This is an optimization exercise on Yosys and OpenROAD, whose aim is small area, not a production implementation.
In this exercise RTL edits were held to simulation tests only and were not proved equivalent to the original.
Power and IR drop assume default switching activity.

==> design/flow/config.mk <==
export PLATFORM = sky130hd
export DESIGN_NAME = game6
export DESIGN_NICKNAME = game6
export VERILOG_FILES = /design/flow/design.v
export SDC_FILE = /design/flow/constraint.sdc
export NUM_CORES = 4
export LEC_CHECK = 0
export CAP_MARGIN = 0
export CORE_MARGIN = 2
export CORE_UTILIZATION = 40
export CTS_BUF_LIST = sky130_fd_sc_hd__clkbuf_8
export GPL_TIMING_DRIVEN = 0
export SLEW_MARGIN = 0
export SYNTH_HIERARCHICAL = 1
==> design/flow/constraint.sdc <==
create_clock -name core_clock -period 16.0 [get_ports {CLK}]
set_input_delay 3.2000 -clock core_clock [delete_from_list [all_inputs] [get_ports {CLK}]]
set_output_delay 3.2000 -clock core_clock [all_outputs]
set_load 0.01 [all_outputs]
==> design/flow/design.v <==
module game6 (
    input wire mode,
    input wire CLK,
    input wire rst,
    input wire [1:0] BTN_LR,
    input wire [9:0] i_x,
    input wire [8:0] i_y,
    input wire i_animate,
    output wire [3:0] VGA_R,
    output wire [3:0] VGA_G,
    output wire [3:0] VGA_B,
    output wire endgame,
    output wire [8:0] score,
    output wire win
    );
    reg [9:0] bxn;       
    reg [8:0] byn;       
    wire [9:0] bx = ~bxn;
    wire [8:0] by = ~byn;
    reg xd, yd;          
    reg par;             
    reg eg;              
    reg [8:0] ph;        
    reg cs;              
    reg hx, hy;          
    reg [4:0] n;         
    reg lit;             
    wire run = i_animate & ~eg & mode;
    wire bottom = ((by[7] & by[6] & ~by[5] & by[3] & by[1]));
    wire restart = ~mode | bottom | eg;
    wire cx104 = ((~bx[9] & ~bx[8] & ~bx[7] & bx[6] & bx[3]) | (~bx[9] & ~bx[8] & ~bx[7] & bx[6] & bx[4]) | (~bx[8] & bx[7] & ~bx[6] & ~bx[4] & ~bx[3] & bx[1]) | (~bx[9] & ~bx[8] & ~bx[7] & bx[6] & bx[5]));
    wire sx104 = ((~bx[7] & ~bx[5] & ~bx[3] & bx[2] & bx[1] & ~bx[0]));
    wire cx140 = ((~bx[9] & ~bx[8] & bx[7] & ~bx[6] & ~bx[5]) | (~bx[9] & ~bx[8] & ~bx[7] & bx[6] & bx[5] & bx[4]) | (~bx[9] & ~bx[8] & bx[7] & ~bx[6] & ~bx[4] & ~bx[0]) | (~bx[9] & ~bx[8] & bx[7] & ~bx[6] & ~bx[4] & ~bx[3]) | (~bx[8] & bx[5] & ~bx[4] & bx[3] & bx[1] & ~bx[0]));
    wire sx140 = ((~bx[7] & bx[5] & bx[3] & ~bx[2] & ~bx[1] & bx[0]) | (bx[7] & ~bx[6] & bx[5] & bx[2] & bx[1] & bx[0]));
    wire cx176 = ((~bx[8] & bx[7] & ~bx[6] & bx[5]) | (~bx[9] & ~bx[8] & bx[7] & ~bx[6] & bx[4]) | (~bx[8] & bx[7] & bx[6] & ~bx[5] & ~bx[4]));
    wire sx176 = ((bx[7] & bx[4] & ~bx[3] & ~bx[2] & bx[1] & ~bx[0]));
    wire cx212 = ((~bx[8] & bx[7] & bx[6] & ~bx[4]) | (~bx[8] & bx[7] & bx[6] & ~bx[5]) | (~bx[8] & bx[7] & ~bx[6] & bx[5] & bx[4]) | (~bx[8] & bx[7] & bx[6] & ~bx[3] & ~bx[2]));
    wire sx212 = ((bx[7] & bx[5] & bx[4] & ~bx[3] & ~bx[1] & bx[0]));
    wire cx248 = ((~bx[8] & bx[7] & bx[6] & bx[5]) | (bx[8] & ~bx[7] & ~bx[6] & ~bx[5] & ~bx[0]) | (bx[8] & ~bx[7] & ~bx[6] & ~bx[5] & ~bx[2]) | (~bx[8] & bx[7] & bx[6] & bx[4] & ~bx[1]));
    wire sx248 = ((bx[7] & bx[4] & ~bx[3] & bx[2] & bx[1] & bx[0]));
    wire cx284 = ((bx[8] & ~bx[7] & ~bx[6]) | (~bx[9] & bx[5] & bx[4] & bx[3] & bx[1] & bx[0]));
    wire sx284 = ((bx[7] & bx[5] & bx[4] & ~bx[2] & bx[1] & ~bx[0]));
    wire cx320 = ((bx[8] & ~bx[7] & bx[6] & ~bx[5]) | (bx[8] & ~bx[7] & ~bx[6] & bx[5]));
    wire sx320 = ((bx[8] & bx[6] & ~bx[4] & ~bx[2] & bx[0]) | (bx[8] & ~bx[5] & bx[3] & bx[2] & ~bx[1] & bx[0]));
    wire cx356 = ((bx[8] & ~bx[7] & bx[6] & bx[2]) | (bx[8] & ~bx[7] & bx[6] & bx[3]) | (bx[8] & ~bx[7] & bx[6] & bx[1]) | (bx[8] & ~bx[4] & ~bx[3] & ~bx[2] & bx[0]));
    wire sx356 = ((bx[7] & ~bx[5] & ~bx[4] & bx[2] & bx[1] & ~bx[0]));
    wire cx392 = ((bx[8] & bx[7] & ~bx[6] & ~bx[5]) | (bx[8] & ~bx[7] & bx[6] & bx[5] & ~bx[0]) | (bx[8] & ~bx[7] & bx[6] & bx[5] & bx[2]) | (bx[8] & bx[7] & ~bx[6] & ~bx[3] & ~bx[1]));
    wire sx392 = ((bx[7] & bx[5] & ~bx[4] & bx[3] & ~bx[1]));
    wire cx428 = ((bx[8] & bx[7] & ~bx[6] & bx[4]) | (bx[8] & bx[7] & ~bx[6] & bx[5]) | (bx[8] & bx[7] & bx[6] & ~bx[5] & ~bx[4]));
    wire sx428 = ((bx[7] & ~bx[5] & ~bx[4] & bx[3] & ~bx[2] & bx[0]));
    wire cx464 = ((bx[8] & bx[7] & bx[6] & ~bx[4]) | (bx[8] & bx[7] & bx[6] & ~bx[5]) | (bx[8] & bx[7] & ~bx[6] & bx[5] & bx[4]));
    wire sx464 = ((bx[7] & ~bx[4] & bx[3] & bx[2] & bx[1] & ~bx[0]));
    wire cx500 = ((~bx[9] & bx[8] & bx[7] & bx[6] & bx[5]) | (bx[9] & ~bx[7] & ~bx[6] & ~bx[5] & ~bx[2]) | (~bx[9] & bx[8] & bx[7] & bx[6] & bx[4] & bx[1]) | (bx[9] & ~bx[7] & ~bx[6] & ~bx[5] & ~bx[4]));
    wire sx500 = ((bx[7] & bx[6] & ~bx[5] & ~bx[3] & ~bx[1]) | (bx[9] & ~bx[5] & ~bx[3] & bx[2] & bx[1]));
    wire cx536 = ((bx[9] & ~bx[7] & ~bx[6] & ~bx[3]) | (bx[9] & ~bx[7] & ~bx[6] & ~bx[1]) | (~bx[9] & bx[8] & bx[7] & bx[6] & bx[5] & bx[4] & bx[3]) | (bx[9] & ~bx[7] & ~bx[6] & ~bx[4]));
    wire sx536 = ((bx[9] & bx[4] & bx[3] & bx[1] & ~bx[0]));
    wire ry100 = ((~by[8] & ~by[7] & by[6] & by[4] & by[1]) | (~by[8] & ~by[7] & by[6] & by[5] & ~by[4]) | (~by[7] & by[6] & ~by[5] & by[4] & by[2] & by[0]));
    wire ey100 = ((~by[8] & ~by[7] & by[6] & by[4] & ~by[3] & by[0]));
    wire ry125 = ((~by[8] & by[7] & ~by[6] & ~by[5] & ~by[4]) | (~by[8] & ~by[7] & by[6] & by[5] & by[4]) | (~by[8] & ~by[4] & by[3] & by[2] & ~by[0]));
    wire ey125 = ((~by[8] & ~by[4] & by[3] & by[2] & ~by[0]));
    wire ry150 = ((~by[8] & by[7] & ~by[6] & ~by[3] & by[0]) | (~by[8] & by[7] & ~by[6] & ~by[4] & ~by[1]) | (~by[8] & by[7] & ~by[6] & ~by[5] & by[4]));
    wire ey150 = ((by[7] & ~by[6] & ~by[4] & ~by[3] & by[2] & by[0]));
    wire ry175 = ((~by[8] & by[7] & ~by[6] & by[5]));
    wire ey175 = ((by[5] & by[4] & by[3] & by[2] & by[1] & ~by[0]) | (by[5] & ~by[4] & ~by[3] & ~by[2] & ~by[1] & ~by[0]));
    wire ry200 = ((~by[8] & by[7] & by[6] & ~by[5] & by[0]) | (~by[8] & by[7] & by[6] & ~by[5] & ~by[2]) | (~by[8] & by[7] & ~by[6] & by[5] & by[4] & by[3]));
    wire ey200 = ((~by[8] & by[7] & by[5] & by[3] & ~by[1]) | (~by[5] & by[4] & ~by[3] & by[2] & by[1] & by[0]));
    wire ry225 = ((by[7] & by[6] & by[5] & ~by[4]) | (~by[8] & by[7] & by[6] & ~by[5] & by[4]) | (~by[8] & by[7] & by[6] & ~by[3] & ~by[0]));
    wire ey225 = ((by[7] & by[6] & by[4] & ~by[3] & ~by[2] & ~by[0]));
    wire ry250 = ((by[7] & by[6] & by[5] & by[4]) | (by[8] & ~by[7] & ~by[6] & ~by[5] & ~by[4] & ~by[1]) | (by[7] & by[6] & by[5] & by[3]));
    wire ey250 = ((~by[7] & ~by[5] & ~by[4] & by[3] & ~by[1]) | (by[7] & by[6] & ~by[4] & by[3] & by[1]));
    wire ry275 = ((by[8] & ~by[7] & ~by[6] & ~by[5]) | (by[8] & ~by[7] & ~by[6] & ~by[2] & ~by[0]));
    wire ey275 = ((by[8] & ~by[7] & ~by[6] & ~by[4] & ~by[3] & ~by[0]));
    wire ry300 = ((by[8] & ~by[7] & ~by[6] & by[5]) | (by[8] & ~by[7] & ~by[6] & by[2] & by[0]));
    wire ey300 = ((by[8] & ~by[7] & ~by[6] & by[4] & by[3] & by[0]));
    wire dx104 = ((i_x[9] | (i_x[8] | (i_x[7] | (i_x[6] & (i_x[5] | (i_x[4] | (i_x[3] & (i_x[2] | (i_x[1] & i_x[0]))))))))) & ~(i_x[9] | (i_x[8] | (i_x[7] & (i_x[6] | (i_x[5] | (i_x[4] | (i_x[3] | (i_x[2] & i_x[1])))))))));
    wire dx140 = ((i_x[9] | (i_x[8] | (i_x[7] | (i_x[6] & (i_x[5] & (i_x[4] | (i_x[3] & (i_x[2] & (i_x[1] & i_x[0]))))))))) & ~(i_x[9] | (i_x[8] | (i_x[7] & (i_x[6] | (i_x[5] & (i_x[4] | (i_x[3] & (i_x[2] | i_x[1])))))))));
    wire dx176 = ((i_x[9] | (i_x[8] | (i_x[7] & (i_x[6] | (i_x[5] | (i_x[4] & (i_x[3] | (i_x[2] | (i_x[1] & i_x[0]))))))))) & ~(i_x[9] | (i_x[8] | (i_x[7] & (i_x[6] & (i_x[5] | (i_x[4] | (i_x[3] & (i_x[2] & i_x[1])))))))));
    wire dx212 = ((i_x[9] | (i_x[8] | (i_x[7] & (i_x[6] | (i_x[5] & (i_x[4] & (i_x[3] | (i_x[2] & (i_x[1] & i_x[0]))))))))) & ~(i_x[9] | (i_x[8] | (i_x[7] & (i_x[6] & (i_x[5] & (i_x[4] & (i_x[3] | (i_x[2] | i_x[1])))))))));
    wire dx248 = ((i_x[9] | (i_x[8] | (i_x[7] & (i_x[6] & (i_x[5] | (i_x[4] & (i_x[3] & (i_x[2] | (i_x[1] & i_x[0]))))))))) & ~(i_x[9] | (i_x[8] & (i_x[7] | (i_x[6] | (i_x[5] | (i_x[4] & (i_x[3] | (i_x[2] & i_x[1])))))))));
    wire dx284 = ((i_x[9] | (i_x[8] | (i_x[7] & (i_x[6] & (i_x[5] & (i_x[4] & (i_x[3] & (i_x[2] & (i_x[1] & i_x[0]))))))))) & ~(i_x[9] | (i_x[8] & (i_x[7] | (i_x[6] | (i_x[5] & (i_x[4] & (i_x[3] & (i_x[2] | i_x[1])))))))));
    wire dx320 = ((i_x[9] | (i_x[8] & (i_x[7] | (i_x[6] | (i_x[5] & (i_x[4] | (i_x[3] | (i_x[2] | (i_x[1] & i_x[0]))))))))) & ~(i_x[9] | (i_x[8] & (i_x[7] | (i_x[6] & (i_x[5] | (i_x[4] & (i_x[3] & (i_x[2] & i_x[1])))))))));
    wire dx356 = ((i_x[9] | (i_x[8] & (i_x[7] | (i_x[6] & (i_x[5] | (i_x[4] | (i_x[3] | (i_x[2] & (i_x[1] & i_x[0]))))))))) & ~(i_x[9] | (i_x[8] & (i_x[7] & (i_x[6] | (i_x[5] | (i_x[4] | (i_x[3] | (i_x[2] | i_x[1])))))))));
    wire dx392 = ((i_x[9] | (i_x[8] & (i_x[7] | (i_x[6] & (i_x[5] & (i_x[4] | (i_x[3] & (i_x[2] | (i_x[1] & i_x[0]))))))))) & ~(i_x[9] | (i_x[8] & (i_x[7] & (i_x[6] | (i_x[5] & (i_x[4] | (i_x[3] | (i_x[2] & i_x[1])))))))));
    wire dx428 = ((i_x[9] | (i_x[8] & (i_x[7] & (i_x[6] | (i_x[5] | (i_x[4] | (i_x[3] & (i_x[2] & (i_x[1] & i_x[0]))))))))) & ~(i_x[9] | (i_x[8] & (i_x[7] & (i_x[6] & (i_x[5] | (i_x[4] | (i_x[3] & (i_x[2] | i_x[1])))))))));
    wire dx464 = ((i_x[9] | (i_x[8] & (i_x[7] & (i_x[6] | (i_x[5] & (i_x[4] & (i_x[3] | (i_x[2] | (i_x[1] & i_x[0]))))))))) & ~(i_x[9] | (i_x[8] & (i_x[7] & (i_x[6] & (i_x[5] & (i_x[4] | (i_x[3] & (i_x[2] & i_x[1])))))))));
    wire dx500 = ((i_x[9] | (i_x[8] & (i_x[7] & (i_x[6] & (i_x[5] | (i_x[4] & (i_x[3] | (i_x[2] & (i_x[1] & i_x[0]))))))))) & ~(i_x[9] & (i_x[8] | (i_x[7] | (i_x[6] | (i_x[5] | (i_x[4] & (i_x[3] | (i_x[2] | i_x[1])))))))));
    wire dx536 = ((i_x[9] | (i_x[8] & (i_x[7] & (i_x[6] & (i_x[5] & (i_x[4] & (i_x[3] & (i_x[2] | (i_x[1] & i_x[0]))))))))) & ~(i_x[9] & (i_x[8] | (i_x[7] | (i_x[6] | (i_x[5] & (i_x[4] & (i_x[3] | (i_x[2] & i_x[1])))))))));
    wire dy100 = ((i_y[8] | (i_y[7] | (i_y[6] & (i_y[5] | (i_y[4] & (i_y[3] & (i_y[2] | (i_y[1] & i_y[0])))))))) & ~(i_y[8] | (i_y[7] | (i_y[6] & (i_y[5] & (i_y[4] | (i_y[3] & (i_y[2] & i_y[1]))))))));
    wire dy125 = ((i_y[8] | (i_y[7] | (i_y[6] & (i_y[5] & (i_y[4] & (i_y[3] | i_y[2])))))) & ~(i_y[8] | (i_y[7] & (i_y[6] | (i_y[5] | (i_y[4] | (i_y[3] | (i_y[2] & (i_y[1] & i_y[0])))))))));
    wire dy150 = ((i_y[8] | (i_y[7] & (i_y[6] | (i_y[5] | (i_y[4] | (i_y[3] & (i_y[2] & (i_y[1] | i_y[0])))))))) & ~(i_y[8] | (i_y[7] & (i_y[6] | i_y[5]))));
    wire dy175 = ((i_y[8] | (i_y[7] & (i_y[6] | (i_y[5] & (i_y[4] | (i_y[3] | (i_y[2] & i_y[1]))))))) & ~(i_y[8] | (i_y[7] & (i_y[6] | (i_y[5] & (i_y[4] & (i_y[3] & (i_y[2] | (i_y[1] | i_y[0])))))))));
    wire dy200 = ((i_y[8] | (i_y[7] & (i_y[6] | (i_y[5] & (i_y[4] & (i_y[3] & (i_y[2] & (i_y[1] & i_y[0])))))))) & ~(i_y[8] | (i_y[7] & (i_y[6] & (i_y[5] | (i_y[4] & (i_y[3] | (i_y[2] | i_y[1]))))))));
    wire dy225 = ((i_y[8] | (i_y[7] & (i_y[6] & (i_y[5] | (i_y[4] & i_y[3]))))) & ~(i_y[8] | (i_y[7] & (i_y[6] & (i_y[5] & (i_y[4] | (i_y[3] & (i_y[2] | (i_y[1] & i_y[0])))))))));
    wire dy250 = ((i_y[8] | (i_y[7] & (i_y[6] & (i_y[5] & (i_y[4] & (i_y[3] | (i_y[2] | (i_y[1] | i_y[0])))))))) & ~(i_y[8] & (i_y[7] | (i_y[6] | (i_y[5] | (i_y[4] | (i_y[3] | i_y[2])))))));
    wire dy275 = ((i_y[8] & (i_y[7] | (i_y[6] | (i_y[5] | (i_y[4] | (i_y[3] & (i_y[2] | i_y[1]))))))) & ~(i_y[8] & (i_y[7] | (i_y[6] | (i_y[5] | (i_y[4] & (i_y[3] & (i_y[2] & (i_y[1] | i_y[0])))))))));
    wire dy300 = ((i_y[8] & (i_y[7] | (i_y[6] | (i_y[5] & (i_y[4] | (i_y[3] | (i_y[2] | (i_y[1] & i_y[0])))))))) & ~(i_y[8] & (i_y[7] | (i_y[6] | (i_y[5] & (i_y[4] & (i_y[3] | (i_y[2] & i_y[1]))))))));
    wire [21:0] hxs, hys, bpix;
    reg [21:0] an;
    wire [21:0] a = ~an;
    reg [21:0] h;
    wire [21:0] zs, ze;
    assign zs[0] = sx104 & ry150;
    assign ze[0] = cx104 & ey150;
    assign bpix[0] = a[0] & dx104 & dy150;
    assign zs[1] = sx320 & ry150;
    assign ze[1] = cx320 & ey150;
    assign bpix[1] = a[1] & dx320 & dy150;
    assign zs[2] = sx536 & ry150;
    assign ze[2] = cx536 & ey150;
    assign bpix[2] = a[2] & dx536 & dy150;
    assign zs[3] = sx320 & ry300;
    assign ze[3] = cx320 & ey300;
    assign bpix[3] = a[3] & dx320 & dy300;
    assign zs[4] = sx140 & ry125;
    assign ze[4] = cx140 & ey125;
    assign bpix[4] = a[4] & dx140 & dy125;
    assign zs[5] = sx140 & ry175;
    assign ze[5] = cx140 & ey175;
    assign bpix[5] = a[5] & dx140 & dy175;
    assign zs[6] = sx176 & ry100;
    assign ze[6] = cx176 & ey100;
    assign bpix[6] = a[6] & dx176 & dy100;
    assign zs[7] = sx176 & ry200;
    assign ze[7] = cx176 & ey200;
    assign bpix[7] = a[7] & dx176 & dy200;
    assign zs[8] = sx248 & ry100;
    assign ze[8] = cx248 & ey100;
    assign bpix[8] = a[8] & dx248 & dy100;
    assign zs[9] = sx248 & ry250;
    assign ze[9] = cx248 & ey250;
    assign bpix[9] = a[9] & dx248 & dy250;
    assign zs[10] = sx284 & ry125;
    assign ze[10] = cx284 & ey125;
    assign bpix[10] = a[10] & dx284 & dy125;
    assign zs[11] = sx284 & ry275;
    assign ze[11] = cx284 & ey275;
    assign bpix[11] = a[11] & dx284 & dy275;
    assign zs[12] = sx356 & ry125;
    assign ze[12] = cx356 & ey125;
    assign bpix[12] = a[12] & dx356 & dy125;
    assign zs[13] = sx356 & ry275;
    assign ze[13] = cx356 & ey275;
    assign bpix[13] = a[13] & dx356 & dy275;
    assign zs[14] = sx392 & ry100;
    assign ze[14] = cx392 & ey100;
    assign bpix[14] = a[14] & dx392 & dy100;
    assign zs[15] = sx392 & ry250;
    assign ze[15] = cx392 & ey250;
    assign bpix[15] = a[15] & dx392 & dy250;
    assign zs[16] = sx464 & ry100;
    assign ze[16] = cx464 & ey100;
    assign bpix[16] = a[16] & dx464 & dy100;
    assign zs[17] = sx464 & ry200;
    assign ze[17] = cx464 & ey200;
    assign bpix[17] = a[17] & dx464 & dy200;
    assign zs[18] = sx500 & ry125;
    assign ze[18] = cx500 & ey125;
    assign bpix[18] = a[18] & dx500 & dy125;
    assign zs[19] = sx500 & ry175;
    assign ze[19] = cx500 & ey175;
    assign bpix[19] = a[19] & dx500 & dy175;
    assign zs[20] = sx212 & ry225;
    assign ze[20] = cx212 & ey225;
    assign bpix[20] = a[20] & dx212 & dy225;
    assign zs[21] = sx428 & ry225;
    assign ze[21] = cx428 & ey225;
    assign bpix[21] = a[21] & dx428 & dy225;
    wire hxn = |hxs, hyn = |hys;
    wire [21:0] z = zs | ze;
    wire [21:0] g = {22{~mode}} | (a & ~h);
    assign hxs = zs & g;
    assign hys = ze & g;
    wire [21:0] a_n = rst ? {22{1'b1}} : (a | {22{~mode}}) & ~z;
    wire [21:0] h_n = rst ? {22{1'b0}} : mode ? h : (z | (h & {22{~cs}}));
    always @(posedge CLK) begin
        an <= ~a_n;
        h <= h_n;
    end
    always @(posedge CLK)
    if (rst) begin
        cs <= 1'b0;
        hx <= 1'b0;
        hy <= 1'b0;
    end else begin
        cs <= mode & (cs | run);
        hx <= ~run & (hx | hxn);
        hy <= ~run & (hy | hyn);
    end
    wire btn_l = BTN_LR[1] & ~BTN_LR[0];
    wire btn_r = BTN_LR[0] & ~BTN_LR[1];
    wire [8:0] dbp_s;
    wire [9:0] dbp_c;
    assign dbp_c[0] = bxn[0];
    fa dbp_0 (.a(ph[0]), .b(bxn[1]), .ci(dbp_c[0]), .s(dbp_s[0]), .co(dbp_c[1]));
    fa dbp_1 (.a(ph[1]), .b(bxn[2]), .ci(dbp_c[1]), .s(dbp_s[1]), .co(dbp_c[2]));
    fa dbp_2 (.a(ph[2]), .b(bxn[3]), .ci(dbp_c[2]), .s(dbp_s[2]), .co(dbp_c[3]));
    fa dbp_3 (.a(ph[3]), .b(bxn[4]), .ci(dbp_c[3]), .s(dbp_s[3]), .co(dbp_c[4]));
    fa dbp_4 (.a(ph[4]), .b(bxn[5]), .ci(dbp_c[4]), .s(dbp_s[4]), .co(dbp_c[5]));
    fa dbp_5 (.a(ph[5]), .b(bxn[6]), .ci(dbp_c[5]), .s(dbp_s[5]), .co(dbp_c[6]));
    fa dbp_6 (.a(ph[6]), .b(bxn[7]), .ci(dbp_c[6]), .s(dbp_s[6]), .co(dbp_c[7]));
    fa dbp_7 (.a(ph[7]), .b(bxn[8]), .ci(dbp_c[7]), .s(dbp_s[7]), .co(dbp_c[8]));
    fa dbp_8 (.a(ph[8]), .b(bxn[9]), .ci(dbp_c[8]), .s(dbp_s[8]), .co(dbp_c[9]));
    wire [9:0] dbp = {dbp_s, ~bxn[0]};
    wire pad_x = ((bx[2]) | (~bx[9] & bx[3]) | (~bx[3] & bx[0]) | (bx[9] & ~bx[8]) | (~bx[9] & bx[6]) | (~bx[9] & bx[7]) | (~bx[9] & bx[1])) & ((dbp_c[9] & ~(dbp[9] | (dbp[8] | (dbp[7] | (dbp[6] & (dbp[5] | (dbp[4] | (dbp[3] | (dbp[2] | dbp[1]))))))))) | (~dbp_c[9] & (dbp[9] & (dbp[8] & (dbp[7] & (dbp[6] | (dbp[5] & (dbp[4] & (dbp[3] & (dbp[2] & (dbp[1] & dbp[0])))))))))));
    wire pad_hit = bottom | (((by[8] & by[7] & by[6] & by[4]) | (by[8] & by[7] & by[6] & ~by[1])) & pad_x);
    wire lwall = ((~bx[8] & ~bx[7] & ~bx[6] & ~bx[5] & ~bx[4] & ~bx[3] & ~bx[1]));
    wire rwall = ((bx[9] & bx[7]) | (bx[9] & bx[4] & bx[3] & ~bx[2] & bx[0]));
    wire top = ((~by[8] & ~by[6] & ~by[5] & ~by[4] & ~by[3] & ~by[1]));
    wire [8:0] mx_s;
    wire [9:0] mx_c;
    assign mx_c[0] = bxn[0];
    fa mx_0 (.a(bxn[1]), .b(xd), .ci(mx_c[0]), .s(mx_s[0]), .co(mx_c[1]));
    fa mx_1 (.a(bxn[2]), .b(~xd), .ci(mx_c[1]), .s(mx_s[1]), .co(mx_c[2]));
    fa mx_2 (.a(bxn[3]), .b(xd), .ci(mx_c[2]), .s(mx_s[2]), .co(mx_c[3]));
    fa mx_3 (.a(bxn[4]), .b(xd), .ci(mx_c[3]), .s(mx_s[3]), .co(mx_c[4]));
    fa mx_4 (.a(bxn[5]), .b(xd), .ci(mx_c[4]), .s(mx_s[4]), .co(mx_c[5]));
    fa mx_5 (.a(bxn[6]), .b(xd), .ci(mx_c[5]), .s(mx_s[5]), .co(mx_c[6]));
    fa mx_6 (.a(bxn[7]), .b(xd), .ci(mx_c[6]), .s(mx_s[6]), .co(mx_c[7]));
    fa mx_7 (.a(bxn[8]), .b(xd), .ci(mx_c[7]), .s(mx_s[7]), .co(mx_c[8]));
    fa mx_8 (.a(bxn[9]), .b(xd), .ci(mx_c[8]), .s(mx_s[8]), .co(mx_c[9]));
    wire [7:0] my_s;
    wire [8:0] my_c;
    assign my_c[0] = byn[0];
    fa my_0 (.a(byn[1]), .b(yd), .ci(my_c[0]), .s(my_s[0]), .co(my_c[1]));
    fa my_1 (.a(byn[2]), .b(~yd), .ci(my_c[1]), .s(my_s[1]), .co(my_c[2]));
    fa my_2 (.a(byn[3]), .b(yd), .ci(my_c[2]), .s(my_s[2]), .co(my_c[3]));
    fa my_3 (.a(byn[4]), .b(yd), .ci(my_c[3]), .s(my_s[3]), .co(my_c[4]));
    fa my_4 (.a(byn[5]), .b(yd), .ci(my_c[4]), .s(my_s[4]), .co(my_c[5]));
    fa my_5 (.a(byn[6]), .b(yd), .ci(my_c[5]), .s(my_s[5]), .co(my_c[6]));
    fa my_6 (.a(byn[7]), .b(yd), .ci(my_c[6]), .s(my_s[6]), .co(my_c[7]));
    fa my_7 (.a(byn[8]), .b(yd), .ci(my_c[7]), .s(my_s[7]), .co(my_c[8]));
    wire inc1 = hx ^ hy, inc2 = hx & hy;
    wire [4:0] na_s;
    wire [5:0] na_c;
    assign na_c[0] = 1'b0;
    assign na_s[0] = n[0] ^ inc1 ^ na_c[0];
    assign na_c[1] = (n[0] & inc1) | (na_c[0] & (n[0] ^ inc1));
    fa na_1 (.a(n[1]), .b(inc2), .ci(na_c[1]), .s(na_s[1]), .co(na_c[2]));
    assign na_s[2] = n[2] ^ 1'b0 ^ na_c[2];
    assign na_c[3] = (n[2] & 1'b0) | (na_c[2] & (n[2] ^ 1'b0));
    assign na_s[3] = n[3] ^ 1'b0 ^ na_c[3];
    assign na_c[4] = (n[3] & 1'b0) | (na_c[3] & (n[3] ^ 1'b0));
    assign na_s[4] = n[4] ^ 1'b0 ^ na_c[4];
    assign na_c[5] = (n[4] & 1'b0) | (na_c[4] & (n[4] ^ 1'b0));
    always @(posedge CLK)
    if (rst | ~mode) n <= 5'd0;
    else if (run) n <= na_s;
    always @(posedge CLK)
    if (rst) begin
        par <= 1'b0;
        bxn <= ~10'd320;
        byn <= ~9'd430;
        xd <= 1'b0;
        yd <= 1'b0;
        eg <= 1'b0;
    end else begin
        par <= ~par;
        eg <= mode & (eg | bottom);
        if (run) begin
            bxn <= {mx_s, ~bxn[0]};
            byn <= {my_s, ~byn[0]};
            if (pad_hit & (btn_l | btn_r)) xd <= btn_r;
            else if (rwall) xd <= 1'b0;
            else if (lwall) xd <= 1'b1;
            else if (bottom) xd <= ~par;
            else xd <= xd ^ hx;
            if (pad_hit) yd <= 1'b0;
            else if (top) yd <= 1'b1;
            else if (bottom) yd <= 1'b0;
            else yd <= yd ^ hy;
        end else if (restart) begin
            bxn <= ~10'd320;
            byn <= ~9'd430;
            xd <= ~par;
            yd <= 1'b0;
        end
    end
    wire pm_l = run & btn_l & ((ph[5]) | (ph[0]) | (~ph[2]) | (~ph[4]) | (ph[7]));
    wire pm_r = run & btn_r & ((~ph[8]) | (~ph[5]) | (~ph[0]));
    wire pm = pm_l | pm_r;
    wire [8:0] pa_s;
    wire [9:0] pa_c;
    assign pa_c[0] = 1'b0;
    assign pa_s[0] = ph[0] ^ pm ^ pa_c[0];
    assign pa_c[1] = (ph[0] & pm) | (pa_c[0] & (ph[0] ^ pm));
    fa pa_1 (.a(ph[1]), .b(pm_l), .ci(pa_c[1]), .s(pa_s[1]), .co(pa_c[2]));
    fa pa_2 (.a(ph[2]), .b(pm_r), .ci(pa_c[2]), .s(pa_s[2]), .co(pa_c[3]));
    fa pa_3 (.a(ph[3]), .b(pm_l), .ci(pa_c[3]), .s(pa_s[3]), .co(pa_c[4]));
    fa pa_4 (.a(ph[4]), .b(pm_l), .ci(pa_c[4]), .s(pa_s[4]), .co(pa_c[5]));
    fa pa_5 (.a(ph[5]), .b(pm_l), .ci(pa_c[5]), .s(pa_s[5]), .co(pa_c[6]));
    fa pa_6 (.a(ph[6]), .b(pm_l), .ci(pa_c[6]), .s(pa_s[6]), .co(pa_c[7]));
    fa pa_7 (.a(ph[7]), .b(pm_l), .ci(pa_c[7]), .s(pa_s[7]), .co(pa_c[8]));
    fa pa_8 (.a(ph[8]), .b(pm_l), .ci(pa_c[8]), .s(pa_s[8]), .co(pa_c[9]));
    always @(posedge CLK)
    if (rst | eg | ~mode) ph <= 9'd160;
    else ph <= pa_s;
    wire [9:0] bpx_s;
    wire [10:0] bpx_c;
    assign bpx_c[0] = 1'b0;
    assign bpx_s[0] = i_x[0] ^ bxn[0] ^ bpx_c[0];
    assign bpx_c[1] = (i_x[0] & bxn[0]) | (bpx_c[0] & (i_x[0] ^ bxn[0]));
    fa bpx_1 (.a(i_x[1]), .b(bxn[1]), .ci(bpx_c[1]), .s(bpx_s[1]), .co(bpx_c[2]));
    fa bpx_2 (.a(i_x[2]), .b(bxn[2]), .ci(bpx_c[2]), .s(bpx_s[2]), .co(bpx_c[3]));
    fa bpx_3 (.a(i_x[3]), .b(bxn[3]), .ci(bpx_c[3]), .s(bpx_s[3]), .co(bpx_c[4]));
    fa bpx_4 (.a(i_x[4]), .b(bxn[4]), .ci(bpx_c[4]), .s(bpx_s[4]), .co(bpx_c[5]));
    fa bpx_5 (.a(i_x[5]), .b(bxn[5]), .ci(bpx_c[5]), .s(bpx_s[5]), .co(bpx_c[6]));
    fa bpx_6 (.a(i_x[6]), .b(bxn[6]), .ci(bpx_c[6]), .s(bpx_s[6]), .co(bpx_c[7]));
    fa bpx_7 (.a(i_x[7]), .b(bxn[7]), .ci(bpx_c[7]), .s(bpx_s[7]), .co(bpx_c[8]));
    fa bpx_8 (.a(i_x[8]), .b(bxn[8]), .ci(bpx_c[8]), .s(bpx_s[8]), .co(bpx_c[9]));
    fa bpx_9 (.a(i_x[9]), .b(bxn[9]), .ci(bpx_c[9]), .s(bpx_s[9]), .co(bpx_c[10]));
    wire [8:0] bpy_s;
    wire [9:0] bpy_c;
    assign bpy_c[0] = 1'b0;
    assign bpy_s[0] = i_y[0] ^ byn[0] ^ bpy_c[0];
    assign bpy_c[1] = (i_y[0] & byn[0]) | (bpy_c[0] & (i_y[0] ^ byn[0]));
    fa bpy_1 (.a(i_y[1]), .b(byn[1]), .ci(bpy_c[1]), .s(bpy_s[1]), .co(bpy_c[2]));
    fa bpy_2 (.a(i_y[2]), .b(byn[2]), .ci(bpy_c[2]), .s(bpy_s[2]), .co(bpy_c[3]));
    fa bpy_3 (.a(i_y[3]), .b(byn[3]), .ci(bpy_c[3]), .s(bpy_s[3]), .co(bpy_c[4]));
    fa bpy_4 (.a(i_y[4]), .b(byn[4]), .ci(bpy_c[4]), .s(bpy_s[4]), .co(bpy_c[5]));
    fa bpy_5 (.a(i_y[5]), .b(byn[5]), .ci(bpy_c[5]), .s(bpy_s[5]), .co(bpy_c[6]));
    fa bpy_6 (.a(i_y[6]), .b(byn[6]), .ci(bpy_c[6]), .s(bpy_s[6]), .co(bpy_c[7]));
    fa bpy_7 (.a(i_y[7]), .b(byn[7]), .ci(bpy_c[7]), .s(bpy_s[7]), .co(bpy_c[8]));
    fa bpy_8 (.a(i_y[8]), .b(byn[8]), .ci(bpy_c[8]), .s(bpy_s[8]), .co(bpy_c[9]));
    wire [8:0] ppx_s;
    wire [9:0] ppx_c;
    assign ppx_c[0] = 1'b1;
    assign ppx_s[0] = i_x[1] ^ ~ph[0] ^ ppx_c[0];
    assign ppx_c[1] = (i_x[1] & ~ph[0]) | (ppx_c[0] & (i_x[1] ^ ~ph[0]));
    fa ppx_1 (.a(i_x[2]), .b(~ph[1]), .ci(ppx_c[1]), .s(ppx_s[1]), .co(ppx_c[2]));
    fa ppx_2 (.a(i_x[3]), .b(~ph[2]), .ci(ppx_c[2]), .s(ppx_s[2]), .co(ppx_c[3]));
    fa ppx_3 (.a(i_x[4]), .b(~ph[3]), .ci(ppx_c[3]), .s(ppx_s[3]), .co(ppx_c[4]));
    fa ppx_4 (.a(i_x[5]), .b(~ph[4]), .ci(ppx_c[4]), .s(ppx_s[4]), .co(ppx_c[5]));
    fa ppx_5 (.a(i_x[6]), .b(~ph[5]), .ci(ppx_c[5]), .s(ppx_s[5]), .co(ppx_c[6]));
    fa ppx_6 (.a(i_x[7]), .b(~ph[6]), .ci(ppx_c[6]), .s(ppx_s[6]), .co(ppx_c[7]));
    fa ppx_7 (.a(i_x[8]), .b(~ph[7]), .ci(ppx_c[7]), .s(ppx_s[7]), .co(ppx_c[8]));
    fa ppx_8 (.a(i_x[9]), .b(~ph[8]), .ci(ppx_c[8]), .s(ppx_s[8]), .co(ppx_c[9]));
    wire [9:0] dpx = {ppx_s, i_x[0]};
    wire ball_x = (bpx_c[10] & ~(bpx_s[9] | (bpx_s[8] | (bpx_s[7] | (bpx_s[6] | (bpx_s[5] | (bpx_s[4] | (bpx_s[3] | bpx_s[2])))))))) | (~bpx_c[10] & (bpx_s[9] & (bpx_s[8] & (bpx_s[7] & (bpx_s[6] & (bpx_s[5] & (bpx_s[4] & (bpx_s[3] & (bpx_s[2] | (bpx_s[1] & bpx_s[0]))))))))));
    wire ball_y = (bpy_c[9] & ~(bpy_s[8] | (bpy_s[7] | (bpy_s[6] | (bpy_s[5] | (bpy_s[4] | (bpy_s[3] | bpy_s[2]))))))) | (~bpy_c[9] & (bpy_s[8] & (bpy_s[7] & (bpy_s[6] & (bpy_s[5] & (bpy_s[4] & (bpy_s[3] & (bpy_s[2] | (bpy_s[1] & bpy_s[0])))))))));
    wire ball_pix = ((bx[0]) | (bx[3]) | (bx[2]) | (bx[1]) | (bx[7]) | (bx[4]) | (bx[6])) & ((by[0]) | (by[1]) | (by[2]) | (by[3]) | (by[4]) | (by[6]) | (by[7])) & ball_x & ball_y;
    wire pad_pix = ((ppx_c[9] & ~(dpx[9] | (dpx[8] | (dpx[7] | (dpx[6] | (dpx[5] & (dpx[4] & (dpx[3] & dpx[2])))))))) | (~ppx_c[9] & (dpx[9] & (dpx[8] & (dpx[7] & (dpx[6] & (dpx[5] | (dpx[4] | (dpx[3] | (dpx[2] & (dpx[1] | dpx[0]))))))))))) & ((i_y[8] & (i_y[7] & (i_y[6] & (i_y[5] | (i_y[4] & (i_y[3] | (i_y[2] | i_y[1]))))))) & ~(i_y[8] & (i_y[7] & (i_y[6] & (i_y[5] | (i_y[4] & (i_y[3] & (i_y[2] | (i_y[1] & i_y[0])))))))));
    always @(posedge CLK)
    if (rst) lit <= 1'b0;
    else lit <= ball_pix | pad_pix | (|bpix);
    assign VGA_R = {4{lit}};
    assign VGA_G = {4{lit}};
    assign VGA_B = {4{lit}};
    assign endgame = eg;
    wire [4:0] s5_s;
    wire [5:0] s5_c;
    assign s5_c[0] = 1'b0;
    assign s5_s[0] = n[2] ^ n[0] ^ s5_c[0];
    assign s5_c[1] = (n[2] & n[0]) | (s5_c[0] & (n[2] ^ n[0]));
    fa s5_1 (.a(n[3]), .b(n[1]), .ci(s5_c[1]), .s(s5_s[1]), .co(s5_c[2]));
    fa s5_2 (.a(n[4]), .b(n[2]), .ci(s5_c[2]), .s(s5_s[2]), .co(s5_c[3]));
    assign s5_s[3] = 1'b0 ^ n[3] ^ s5_c[3];
    assign s5_c[4] = (1'b0 & n[3]) | (s5_c[3] & (1'b0 ^ n[3]));
    assign s5_s[4] = 1'b0 ^ n[4] ^ s5_c[4];
    assign s5_c[5] = (1'b0 & n[4]) | (s5_c[4] & (1'b0 ^ n[4]));
    wire [6:0] s = {s5_s, n[1:0]};
    assign score = {2'b00, s & {7{mode}}};
    assign win = ((n[4] & n[2] & n[1]));
endmodule
module fa (
    input wire a,
    input wire b,
    input wire ci,
    output wire s,
    output wire co
    );
    assign s = a ^ b ^ ci;
    assign co = (a & b) | (ci & (a ^ b));
endmodule
==> design/flow/flow/run.sh <==
#!/bin/bash
# Layout flow: the standard layout (standard.sh) with these changes:
#  - the synthesis maps the logic with an area-oriented ABC script
#    (abc_area.script here) in place of ORFS's delay-oriented abc_speed.script;
#  - the synthesis adds no buffers between outputs that carry the same signal
#    (placement still gives every output port a buffer of its own);
#  - placement gives every input and output port a buf_1 buffer;
#  - clock tree synthesis adds no dummy loads to balance the tree's leaves.
# The synthesis is otherwise ORFS's with the standard flow's own script (synth_recipe.tcl),
# so the registers, their names and cells are those of the standard synthesis.
set -euo pipefail
W=$(pwd)
rm -rf "$W/scripts_area"
cp -r "$FLOW_HOME/scripts" "$W/scripts_area"
cp "$W/flow/abc_area.script" "$W/scripts_area/abc_speed.script"
bash "$W/standard.sh" SCRIPTS_DIR="$W/scripts_area" SYNTH_INSBUF=0 synth > "$W/synth.log" 2>&1
bash "$W/standard.sh" "BUFFER_PORTS_ARGS=-buffer_cell sky130_fd_sc_hd__buf_1" \
    "CTS_ARGS=-sink_clustering_enable -repair_clock_nets -buf_list sky130_fd_sc_hd__clkbuf_8 -dont_use_dummy_load" \
    > "$W/layout.log" 2>&1
==> design/flow/flow/abc_area.script <==
&get -n
&st
&syn2
&dc2
&syn2
&dch -f
&nf -R 1000 -p
&st
&syn2
&dc2
&syn2
&dch -f
&nf -R 1000 -p
&put
buffer -c
topo
stime -c
upsize -c
dnsize -c
==> design/flow/standard.sh <==
#!/bin/bash
# synth_recipe.tcl (not shown) runs the flow's synth.tcl, then flattens the netlist and writes it again
# the make line also repeats each setting of config.mk as NAME=value (left out here)
make -C /OpenROAD-flow-scripts/flow DESIGN_CONFIG=/design/flow/config.mk WORK_HOME=/design/flow/orfs CLKGATE_MAP_FILE= SYNTH_SCRIPT=/design/flow/synth_recipe.tcl "${@:-finish}"
==> results of run 1 <==
## state kept, by name (all words and copies together), names as in the netlist, 5 cells and up
signal	count
an	22
bxn	10
byn	9
h	22
n	5
ph	9
## critical path: cells and delay by family
kind	cells	cell delay, ps
buffers and inverters	5	1850
AND/OR/NAND/NOR	1	210
## metrics by stage
stage / cells / cell area, µm² / hold WS, ps / utilization (%) / total power (W)
after floorplan: 843 / 6860 / 398 / - / 0.000303
final: 1116 / 7420 / 434 / 44.6 / 0.000464
after CTS: 1116 / 7420 / 437 / 44.6 / 0.000465
after global routing: 1116 / 7420 / 449 / 44.6 / 0.000490
after global placement: 1107 / 7300 / 418 / 43.9 / 0.000340
after detailed placement: 1107 / 7300 / 418 / 43.9 / 0.000341
## logic make-up after synthesis
group | Yosys count | share of synthesized area, %
buffers and inverters | 79 | 5.04
other | 1 | 0.0547
XOR/XNOR | 3 | 0.383
AND/OR/NAND/NOR | 351 | 25.9
AO/OA/AOI/OAI | 249 | 23.6
adder cells (fa/ha/maj) | 74 | 20.3
flip-flops | 85 | 24.8
## modules after synthesis, one instance, submodules excluded
module  cells inside  flip-flops and latches  copies in the design  cell area (µm²)
game6            780                      85                     1             5620
fa                 1                       0                    62             20.0
## worst max path at each step
stage,from,endpoint,slack (ps),cells after the start
2_1_floorplan,i_x[0],lit,8060,18
3_3_place_gp,mode,score[1],7470,6
3_5_place_dp,i_x[0],lit,7500,19
4_1_cts,mode,score[5],7520,6
5_1_grt,mode,score[5],7350,6
6_report,mode,score[5],7520,6
## area by class of cell
| cell class | instances | area, µm² |
|---|---|---|
| fillers | 1697 | 9220 |
| multi-input cells | 679 | 4810 |
| flip-flops and latches | 85 | 1700 |
| well taps | 220 | 275 |
| plain buffers | 50 | 236 |
| repair buffers | 44 | 165 |
| clock buffers | 9 | 124 |
| inverters | 29 | 109 |
## cells in the final DEF, fill, tap and decap left out, types with 13 or more instances in the layout
cell type,count
o21ai_0,61
nand4_1,13
a21oi_1,50
dfxtp_1,85
and2_1,19
a21o_1,14
buf_1,45
inv_1,28
nand2_1,81
o22ai_1,22
nor2_1,98
nand2b_1,21
a31oi_1,16
clkbuf_1,20
buf_2,27
nor3_1,14
fa_1,62
nand3_1,26
## power by group through the flow
stage               Clock [W]  Sequential (W)  Combinational [W]
global placement            0        0.000229           0.000111
global route         0.000138        0.000225           0.000127
finish               0.000126        0.000224           0.000115
detailed placement          0        0.000229           0.000112
floorplan                   0        0.000227          0.0000755
CTS                  0.000128        0.000224           0.000112
## layer usage
| metal | wire length (µm) | up-vias | GRT usage [%] |
|---|---|---|---|
| li1 | - | 3153 | - |
| met4 | 1070 | 0 | 12.5 |
| met2 | 9790 | 318 | 37.9 |
| met5 | 0 | - | 0 |
| met3 | 2030 | 54 | 6.98 |
| met1 | 10200 | 3269 | 35.6 |
==> run summary, run 1 <==
The count of nets left with antenna violations once routing finished came out at 0. The category of the critical setup timing path was in2out. The synthesized area per cell was 8.14 µm². dfxtp_1 takes more of the synthesized area than any other cell. Summed over all failing endpoints, the final setup total negative slack is 0 ps.

The most used flip-flop cell after synthesis is dfxtp_1. For this block, the routed nets add up to 23000 µm of wire. The highest clock rate was 118 MHz.

The run finished with no timing, DRC or antenna violations. From left edge to right edge, the die measures 135 µm. The share of Yosys cell area claimed by the top area cell type works out to 24.8%. The number of global-route vias before repair was 6331. The register clock-pin slew on the reported worst setup and hold paths is 70 ps. Counting flops with a built-in enable in the synthesized netlist gives 0. The flip-flop and latch count after synthesis is 85. Subtracting the final worst setup slack from the clock period gives 8480 ps.

For this design, the CTS-stage hold fixing added 0 buffers. In this run the standard cell core region covers 0.0166 mm². After detailed routing, the average wire length per cell comes to 20.7 µm. The tool flagged a number of max-cap violations equal to 0. The area growth from synthesis to final layout was 8.28%; the total number of clock tree sinks was 85. The average vias per placed instance is 6.09.

Ranked by total cell area, the synthesized netlist is headed by dfxtp_1 25%, fa_1 18%, nor2_1 5.4%, o21ai_0 4.5%, nand2_1 4.4%. For this design the top-level I/O count stands at 48. The max-slew violation count is 0, and the data arrival time at the worst-slack endpoint is 5280 ps.

Once the floorplan was initialized, standard cells occupied 41.2% of the core. In the synthesized netlist, the cells that appear most often are 98 x nor2_1, 85 x dfxtp_1, 81 x nand2_1. Total clock buffers created by CTS: 9. The first TritonRoute pass finished after 5 iterations. Of all flip-flops after synthesis, the portion carrying an async set or reset was 0%. Setup violations remaining at the end of the flow were counted as 0.

The run gives 39.0% as the remaining max-slew budget at the tightest pin. The worst flop-to-flop path endpoint is lit. Of the total power, combinational logic draws 24.7%.

In this run, the number of DRC markers left after iteration 0 of detailed routing was 716. In this run the post-CTS setup repair buffer count came out at 0. The floorplan has 47 rows.

For this design the static power due to leakage is 2.81 nW. The cell count after synthesis came out at 842. In the routed design, unresolved DRC markers number 0. The cell area after synthesis was 0.00686 mm². Setup repair after global routing left no endpoint under its margin. The first global-routing pass estimated 36000 µm of wire. Initial antenna violation count: 1. The slowest stage of the critical path is the clkbuf_1 cell. At the pin with the least slew margin, the transition time is 904 ps. The die covers 0.0182 mm². Across all layers, the routed design uses 6794 vias. The largest single stage delay on the critical path is 530 ps. Total number of nets in the final design: 997.

The worst register-to-register path has a depth of 18. For the worst setup path, the data required time is 12800 ps. The tools report the total of cells resized after clock tree synthesis as 0. The maximum number of buffers from clock root to sink was 2; the worst hold path cell count was 1. The worst hold path begins at par. For this run, the number of Yosys warnings is 7.

The part of the total power dissipated in sequential elements was 48.3%. The destination of the worst hold path is par. For flop-to-flop paths, the worst setup slack is 10390 ps. The logs give 0.999 for the final RePlAce weighted congestion and 0 for the total overflow reported by the global router. For the final database, setup skew stands at 31.3 ps. The number of levels the H-tree was split into came out at 3. The logs give 27.1% for the share of power burned in the clock network and 24.8% for the sequential area share after synthesis. The tools report the final worst setup slack as 7520 ps. The share of the clock period used by the worst path is 53.0%.

Most common cell in the synthesized netlist: nor2_1. The count of antenna diodes in the layout came out at 0. The maximum net fanout on the critical path works out to 10. The internal power of the cells totals 0.000308 W. TritonCTS built the clock tree. Synthesis instantiated 71 different standard cells from the library. The run gives 380 ps as the latest clock arrival within the worst-skew pair. Power per unit of standard cell area: 62.5 mW/mm². For this design the total switching power over the nets is 0.000156 W.

STA classifies the critical path startpoint as an input port. The tools report the number of hold violations in the final report as 0. In the global route stage, overall resource usage came out at 26.0%. In this run the tool buffered the top-level ports with 44 buffer cells. Net switching is 33.6% of the power. The worst hold path class is reg2reg. The root buffer cell chosen for the clock tree is clkbuf_8. Of the cells placed in the final design, the portion with a size suffix greater than 1 is 5.36%.

The maximum resistive drop on vdd is 0.0000330 V. Before CTS, the worst setup slack after placement is 7500 ps. The die height was 135 µm.

The maximum number of pins on one net before global-route repair was 17. The critical path goes through buf_1 > clkbuf_1 > buf_2 > clkbuf_1 > and2_1 > buf_1. After legalization and detailed placement, the total HPWL measured 18100 µm. In this run the critical register-to-register path is launched from bxn[0]. The worst setup path is captured at a primary output.
==> inputs of run 2 (changes only) <==
==> design/flow/flow/abc_area.script (replaced) <==
&get -n
&st
&syn2
&dc2
&syn2
&dch -f
&nf -R 1000 -p
&st
&syn2
&dc2
&syn2
&dch -f
&nf -R 1000 -p
&put
topo
==> run summary, run 2 <==
In this run the top signal layer used is met4. For the post-synthesis cell count, the log shows 792 (-5.9%). The worst hold path cell count came out at 1 (unchanged). The data arrival time at the worst-slack endpoint was 8630 ps (+3350 ps).

The tools report the maximum number of pins on one net before global-route repair as 52 (+35). The actual transition at the worst max-transition pin is 1040 ps (+139 ps). The run gives 9 (unchanged) as the total clock buffers created by CTS. The critical path is of the in2reg type. By count the netlist is led by 98 x nor2_1, 85 x dfxtp_1, 82 x nand2_1. The worst slack at placement was 7190 ps (-308 ps); the leakage dissipation was 2.58 nW (-7.9%). The tools report the latest clock arrival within the worst-skew pair as 370 ps (about the same). For the HPWL reported at the end of detailed placement, the log shows 15400 µm (-15%). The total global routing track utilization was 24.1% (-1.8 points). The tools report the total I/O pin count as 48 (unchanged).

The run finished with no timing, DRC or antenna violations. The clock tree skew after final layout came out at 17.0 ps (-14.3 ps). The share of final-layout standard cells stronger than drive strength 1 was 2.35% (-3.0 points); the remaining routing DRC violations was 0 (unchanged).

The final worst setup slack was 7640 ps (+120 ps); the number of buffers added for setup after CTS was 0 (unchanged). The synthesized area per cell came out at 8.31 µm² (+2.1%). The worst setup path is launched from an input port. The total number of clock tree sinks was 85 (unchanged).

The worst hold path class is reg2reg. Post-synthesis async set-or-reset flop share: 0% (unchanged). The cell row count was 46 (-2.1%).

The run gives 0.00659 mm² (-4.0%) as the cell area after synthesis. The register clock-pin slew on the reported worst setup and hold paths is 80 ps (about the same), and the DRC violation total after the first TritonRoute iteration is 674 (-5.9%). The number of enable flip-flop cells after synthesis was 0 (unchanged). Horizontal die dimension: 132 µm (-1.9%).

The cell seen most often among critical-path stages was fa_1. In this run the critical register-to-register path is captured at lit. In the final layout, the registers with the most flip-flops are an: 22 flops, h: 22 flops, bxn: 10 flops. The run gives 7 (unchanged) as the count of synthesis-stage warnings from yosys. Compared with the post-synthesis result, the final layout area differs by 9.96%. The maximum number of buffers from clock root to sink is 2 (unchanged), and the number of hold violations in the final report is 0 (unchanged). Power per unit of standard cell area: 62.6 mW/mm² (+0.11%). The type of element capturing the critical path is a register. The final routed wire length divided by cell count works out to 19.3 µm (-6.6%). The die height was 132 µm (-1.9%). Of all cell types, the one taking the most synthesized area is dfxtp_1. The share of the clock period used by the worst path works out to 52.2% (-0.75 points). For the number of levels the H-tree was split into, the log shows 3 (unchanged). The shortest period the worst path allows works out to 8360 ps (-120 ps). The average vias per placed instance was 6.00 (-1.5%). Setup repair after global routing left no endpoint under its margin. The maximum net fanout on the critical path came out at 34 (+24). The number of global-route vias before repair was 6073 (-4.1%). The share of Yosys cell area claimed by the top area cell type was 25.8% (+1.0 points); the area enclosed by the die boundary was 0.0175 mm² (-3.8%). Walking the worst path, the cells encountered are buf_2 > clkinv_1 > nor3b_2 > and3_1 > or2_0 > ha_1 > fa_1 > fa_1 > fa_1 > fa_1 > fa_1 > fa_1 > fa_1 > fa_1 > and2_0. The tools report the met2 routed wirelength as 9170 µm (-6.4%). The startpoint identified for the worst register-to-register timing path is bxn[0]. For the max-slew violation count, the log shows 0 (unchanged). The logs give 57 (-20%) for the unique cell type count in the Yosys netlist and 6405 (-5.7%) for the detailed-route via count. Flip-flop and latch count after synthesis: 85 (unchanged). The detailed-route wire length is 20600 µm (-11%), and the remaining max-slew budget at the tightest pin is 29.5% (-9.5 points). The remaining antenna violation count is 0 (unchanged), and the highest clock rate is 120 MHz (+1.4%). The tools report the worst reg-to-reg setup slack as 10290 ps (-100 ps). The max capacitance violation total came out at 0 (unchanged). The path with the worst hold slack has its endpoint at par. For the total overflow reported by the global router, the log shows 0 (unchanged). The slowest stage of the critical path is the clkinv_1 cell. The number of optimization iterations in the first detailed-route pass is 7 (+2). CTS placed an instance of clkbuf_8 at the clock tree root.

TritonCTS built the clock tree. The run gives 9520 µm (-6.3%) as the met1 routed wirelength after detailed routing. The final setup violation count came out at 0 (unchanged). The hold buffer count at CTS is 0 (unchanged). The wire length on met3 was 1380 µm (-32%). Yosys instantiated no cell more often than nor2_1.

The maximum resistive drop on vdd was 0.0000624 V (+89%); the total number of nets in the final design was 953 (-4.4%). The sequential area share after synthesis was 25.8% (+1.0 points); the placeable core region was 0.0160 mm² (-3.9%). The delay contributed by the slowest stage of the critical path is 600 ps (+70 ps).

Leaving out fill and tap cells, the most frequent cell in the layout is nor2_1. Depth of the most critical reg-to-reg path: 18 (unchanged). The count of antenna diodes in the layout was 0 (unchanged); the starting density of the core was 41.2% (-0.044 points). Leaving out fill and tap cells, the most frequent cells in the layout are 97 x nor2_1, 85 x dfxtp_1, 82 x nand2_1, 64 x o21ai_0, 62 x fa_1. For the initial antenna violation count, the log shows 0 (-1). The final RePlAce weighted congestion came out at 0.982 (-1.7%). For the final setup TNS, the log shows 0 ps (unchanged). The main flop type after synthesis was dfxtp_1. The number of buffer cells added on primary ports is 45 (+2.3%). The tools report the total of cells resized after clock tree synthesis as 0 (unchanged). The first-pass GRT wire length is 33500 µm (-6.9%).

In the post-synthesis netlist, the biggest area contributors are dfxtp_1 26%, fa_1 19%, nor2_1 5.6%, o21ai_0 4.9%, nand2_1 4.7%. The startpoint of the tightest hold check path was par. The run gives 16270 ps (+3470 ps) as the required arrival time at the worst endpoint.
[run 2: worst max-delay path by stage]
stage          startpoint  slack [ps]  endpoint  cells past startpoint
2_1_floorplan        mode        8050     ph[8]                     14
3_3_place_gp         mode        4820     ph[7]                     14
3_5_place_dp         mode        7190     ph[8]                     15
4_1_cts              mode        7580  score[6]                      4
5_1_grt              mode        7260     ph[7]                     14
6_report             mode        7640     ph[8]                     15
[run 2: worst max-delay path: cells and delay by family]
family        cells  cell delay [ps]
buf+inv           2              900
fa+ha+maj         9             3320
simple gates      4             1160
[run 2: kinds of logic after synthesis]
logic type	after synthesis	share of synthesized area (%)
simple gates	351	26.5
fa+ha+maj	74	21.1
flops	85	25.8
xor+xnor	3	0.399
compound gates	249	24.4
buf+inv	29	1.65
other cells	1	0.0569
[run 2: power breakdown]
| part | internal, W | switching, W |
|---|---|---|
| Clock | 0.0000504 | 0.0000712 |
| Sequential | 0.000215 | 0.0000156 |
| Combinational | 0.0000398 | 0.0000614 |
| Total | 0.000305 | 0.000148 |
[run 2: per-module statistics from Yosys (local to each module, per instance)]
module	copies in the design	cells inside	flops+latches	cell area (µm²)
fa	62	1	0	20.0
game6	1	730	85	5340
[run 2: per-layer routing]
layer / GRT usage (%) / vias to the layer above
met4: 8.06 / 0
met3: 4.38 / 44
met1: 34.3 / 3049
met5: 0 / -
met2: 37.1 / 248
li1: - / 3064
[run 2: final cells by class]
type | count | area, µm²
inverter | 29 | 109
tap | 216 | 270
sequential | 85 | 1700
clock buffer | 9 | 124
multi-input combinational | 679 | 4800
timing repair buffer | 50 | 240
fill | 1694 | 8760
[run 2: stage by stage]
stage	total power, W	instances	utilization, %	hold slack [ps]	cell area [µm²]
after floorplan	0.000294	793	-	398	6590
after global placement	0.000332	1054	43.9	417	7030
after detailed placement	0.000335	1059	44.5	425	7120
after CTS	0.000457	1068	45.3	446	7240
after global routing	0.000479	1068	45.3	478	7240
final	0.000453	1068	45.3	448	7240
==> inputs of run 3 (changes only) <==
--- a/design/flow/config.mk
+++ b/design/flow/config.mk
@@ -7,8 +7,9 @@
 export LEC_CHECK = 0
 export CAP_MARGIN = 0
 export CORE_MARGIN = 2
-export CORE_UTILIZATION = 40
+export CORE_UTILIZATION = 60
 export CTS_BUF_LIST = sky130_fd_sc_hd__clkbuf_8
 export GPL_TIMING_DRIVEN = 0
+export PLACE_DENSITY = 0.8
 export SLEW_MARGIN = 0
 export SYNTH_HIERARCHICAL = 1
==> run summary, run 3 <==
Highest clock rate: 117 MHz (-2.0%). The total I/O pin count came out at 48 (unchanged). Flip-flop and latch count after synthesis: 85 (unchanged). The run gives 38 (-17%) as the cell row count. The synthesized area per cell is 8.31 µm² (unchanged), and the post-synthesis async set-or-reset flop share is 0% (unchanged).

The run gives 2 (unchanged) as the maximum number of buffers from clock root to sink. The run gives 0 (unchanged) as the total overflow reported by the global router. Final RePlAce weighted congestion: 1.02 (+3.6%). The post-synthesis cell count was 792 (unchanged). Maximum net fanout on the critical path: 34 (unchanged). Among all cell types in the netlist, the one instantiated most often is nor2_1.

The initial antenna violation count was 1 (+1). The actual transition at the worst max-transition pin is 1020 ps (-27.9 ps), and the maximum number of pins on one net before global-route repair is 53 (+1.9%). For the total global routing track utilization, the log shows 38.3% (+14 points). The tools report the detailed-route wire length as 21700 µm (+5.5%).

The tools report the root buffer selected by CTS as clkbuf_8. The tools report the data arrival time at the worst-slack endpoint as 8800 ps (+170 ps). The shortest period the worst path allows was 8530 ps (+174 ps); the number of buffers added for setup after CTS was 0 (unchanged).

For the hold buffer count at CTS, the log shows 0 (unchanged). The area share of xor/xnor cells in the synthesized design came out at 0.399% (unchanged). The final-layout fill cell count was 908 (-46%).

The synthesized-area fraction occupied by ao, oa, aoi and oai cells works out to 24.4% (unchanged). The tools report the total number of nets in the final design as 952 (-0.10%). The clock tree skew after final layout was 33.5 ps (+16.4 ps). For the total of cells resized after clock tree synthesis, the log shows 0 (unchanged).

The largest registers in the layout are an: 22 flops, h: 22 flops, bxn: 10 flops. Leakage dissipation: 2.58 nW (-0.31%). In the synthesized netlist, the cells that appear most often are 98 x nor2_1, 85 x dfxtp_1, 82 x nand2_1. The logs give 0 (unchanged) for the final setup violation count and 0 (unchanged) for the max-slew violation count. The number of levels the H-tree was split into was 3 (unchanged); the remaining routing DRC violations was 0 (unchanged). The run gives 16270 ps (about the same) as the required arrival time at the worst endpoint. Remaining max-slew budget at the tightest pin: 32.3% (+2.8 points). The main flop type after synthesis is dfxtp_1.

The run gives 0 (unchanged) as the number of hold violations in the final report. Cell type with the largest total area after synthesis: dfxtp_1. The die height was 109 µm (-18%); the DRC violation total after the first TritonRoute iteration was 913 (+35%). The register clock-pin slew on the reported worst setup and hold paths works out to 80 ps (about the same). The startpoint type of the worst setup path is an input port. The horizontal die dimension is 109 µm (-18%). For the unique cell type count in the Yosys netlist, the log shows 57 (unchanged). The average vias per placed instance works out to 6.97 (+16%).

The number of buffer cells added on primary ports works out to 45 (unchanged). Compared with the post-synthesis result, the final layout area differs by 8.27%. The share of final-layout standard cells stronger than drive strength 1 was 2.23% (-0.11 points); the HPWL reported at the end of detailed placement was 16200 µm (+5.6%). The worst hold path class was reg2reg. The tools report the total clock buffers created by CTS as 9 (unchanged).

The placeable core region was 0.0108 mm² (-33%); the power per unit of standard cell area was 65.0 mW/mm² (+3.8%). The total number of clock tree sinks is 85 (unchanged), and the number of optimization iterations in the first detailed-route pass is 5 (-2). Setup repair after global routing left no endpoint under its margin. The latest clock arrival within the worst-skew pair is 400 ps (+30 ps).

The combinational family with the most area after synthesis is simple AND/OR/NAND/NOR gates. By startpoint and endpoint, the worst setup path is classified as in2reg. The max capacitance violation total is 0 (unchanged). The share of Yosys cell area claimed by the top area cell type came out at 25.8% (unchanged). The run gives 0.0118 mm² (-32%) as the area enclosed by the die boundary. Share of cell area taken by muxes after synthesis: 0% (unchanged). The top cell types in the final layout, fill and taps aside, are 97 x nor2_1, 85 x dfxtp_1, 82 x nand2_1, 64 x o21ai_0, 62 x fa_1. The final setup TNS was 0 ps (unchanged). The first-pass GRT wire length was 34300 µm (+2.4%); the cell area after synthesis was 0.00659 mm² (unchanged). The count of antenna diodes in the layout is 0 (unchanged). TritonCTS built the clock tree. The number of global-route vias before repair was 6365 (+4.8%); the starting density of the core was 61.0% (+20 points). The detailed-route via count was 6911 (+7.9%). The number of enable flip-flop cells after synthesis works out to 0 (unchanged).

The maximum resistive drop on vdd came out at 0.0000572 V (-8.4%). The share of the clock period used by the worst path came out at 53.3% (+1.1 points). The sequential area share after synthesis is 25.8% (unchanged), and the simple-gate portion of the synthesized area is 26.5% (unchanged). The library cell used most frequently in the layout, excluding fill and tap cells, is nor2_1. STA classifies the critical path endpoint as a register. The remaining antenna violation count was 0 (unchanged); the final routed wire length divided by cell count was 21.9 µm (+14%).

Fraction of the mapped netlist area in adder cells: 21.1% (unchanged). Sorting the synthesized cells by area gives the leading types as dfxtp_1 26%, fa_1 19%, nor2_1 5.6%, o21ai_0 4.9%, nand2_1 4.7%. The run finished with no timing, DRC or antenna violations. The run gives 66.1% (+21 points) as the final core area utilization. Count of synthesis-stage warnings from yosys: 7 (unchanged).
[run 3: cell count changes in the layout (fill, tap and decap cells not counted)]
cell | previous run | this run
buf_6 | 1 | 0
buf_2 | 2 | 1
buf_8 | 2 | 3
clkbuf_2 | 0 | 1
buf_12 | 1 | 0
[run 3: path summary, 6_finish.rpt]
path                            cells after the start  slack [ps]  endpoint  startpoint
worst max-delay path                               15        7470     ph[8]        mode
worst min register to register                      2         450      h[1]        h[1]
worst max register to register                     17       10180        xd      bxn[1]
worst min-delay path                                2         450      h[1]        h[1]
[run 3: power by group]
| part | total, W | switching [W] | leakage, nW | internal, W |
|---|---|---|---|---|
| Clock | 0.000125 | 0.0000745 | 0.0647 | 0.0000504 |
| Combinational | 0.000108 | 0.0000663 | 1.82 | 0.0000416 |
| Sequential | 0.000230 | 0.0000153 | 0.688 | 0.000215 |
| Total | 0.000463 | 0.000156 | 2.58 | 0.000307 |
[run 3: layer usage]
layer / share of wire [%] / track usage [%]
met1: 40 / 52.3
met2: 46 / 59.5
met3: 9.7 / 7.71
met4: 4.2 / 16.4
met5: 0.055 / 0
[run 3: per-module statistics from Yosys, one instance, submodules excluded]
module / flip-flops and latches / cell area [µm²]
fa: 0 / 20.0
game6: 85 / 5340
[run 3: logic make-up (layout without fill, tap and decap cells)]
logic type	after synthesis	after routing
DFF	85	85
other	1	2
xor gates and xnor gates	3	3
AOI/OAI and AO/OA	249	249
adders and majority gates	74	74
and+or+nand+nor	351	351
buffers and inverters	29	87
[run 3: area by class of cell]
cell class	instances	area, µm²	share of cell area [%]
multi-input cells	679	4800	67.3
flip-flops and latches	85	1700	23.9
repair buffers	49	224	3.14
well taps	140	175	2.46
clock buffers	9	124	1.74
inverters	29	109	1.53
[run 3: worst max-delay path: stages]
cell,delay [ps]
clkbuf_2,390
clkinv_1,700
nor3b_2,260
and3_1,430
or2_0,290
ha_1,200
fa_1,380
fa_1,380
fa_1,390
fa_1,390
fa_1,390
fa_1,400
fa_1,390
fa_1,430
and2_0,150
[run 3: per-stage QoR]
| step | std cells | hold WS, ps | worst slack [ps] | power, W | cell area (µm²) |
|---|---|---|---|---|---|
| after floorplan | 793 | 398 | 8050 | 0.000294 | 6590 |
| after CTS | 991 | 454 | 6840 | 0.000460 | 7130 |
| final | 991 | 453 | 7470 | 0.000463 | 7130 |
| after detailed placement | 982 | 435 | 6750 | 0.000338 | 7000 |
| after global routing | 991 | 479 | 7260 | 0.000480 | 7130 |
| after global placement | 978 | 414 | 5470 | 0.000328 | 6930 |

==> what the ideal ports hide <==
No port has a modelled driver above. Below, the same layouts with a new extraction and two added sets of constraints. Step 1 assumes that a clkbuf_16 drives the clock port and a buf_2 every other input. Step 2, shift: input delay + t, output delay - t, t = (earliest + latest rising clock arrival at the registers) / 2. This alone moves slack from input paths to output paths. Slacks: ideal ports / drivers / drivers and shift; pairs: ideal ports / drivers.
run | t (ns) | slack for setup (ns) | worst setup path after step 2 | latest minus earliest clock arrival (ns)
run 1 | 0.405 | 7.524 / 7.500 / 7.392 | input to register | 0.032 / 0.032
run 2 | 0.401 | 7.644 / 7.637 / 7.259 | input to register | 0.017 / 0.017
run 3 | 0.413 | 7.470 / 7.485 / 7.072 | input to register | 0.034 / 0.034
After both steps setup and hold are still met in every run listed. For run 3, which loses most, drivers alone change the setup slack by +0.015 ns; drivers and shift together by -0.398 ns.
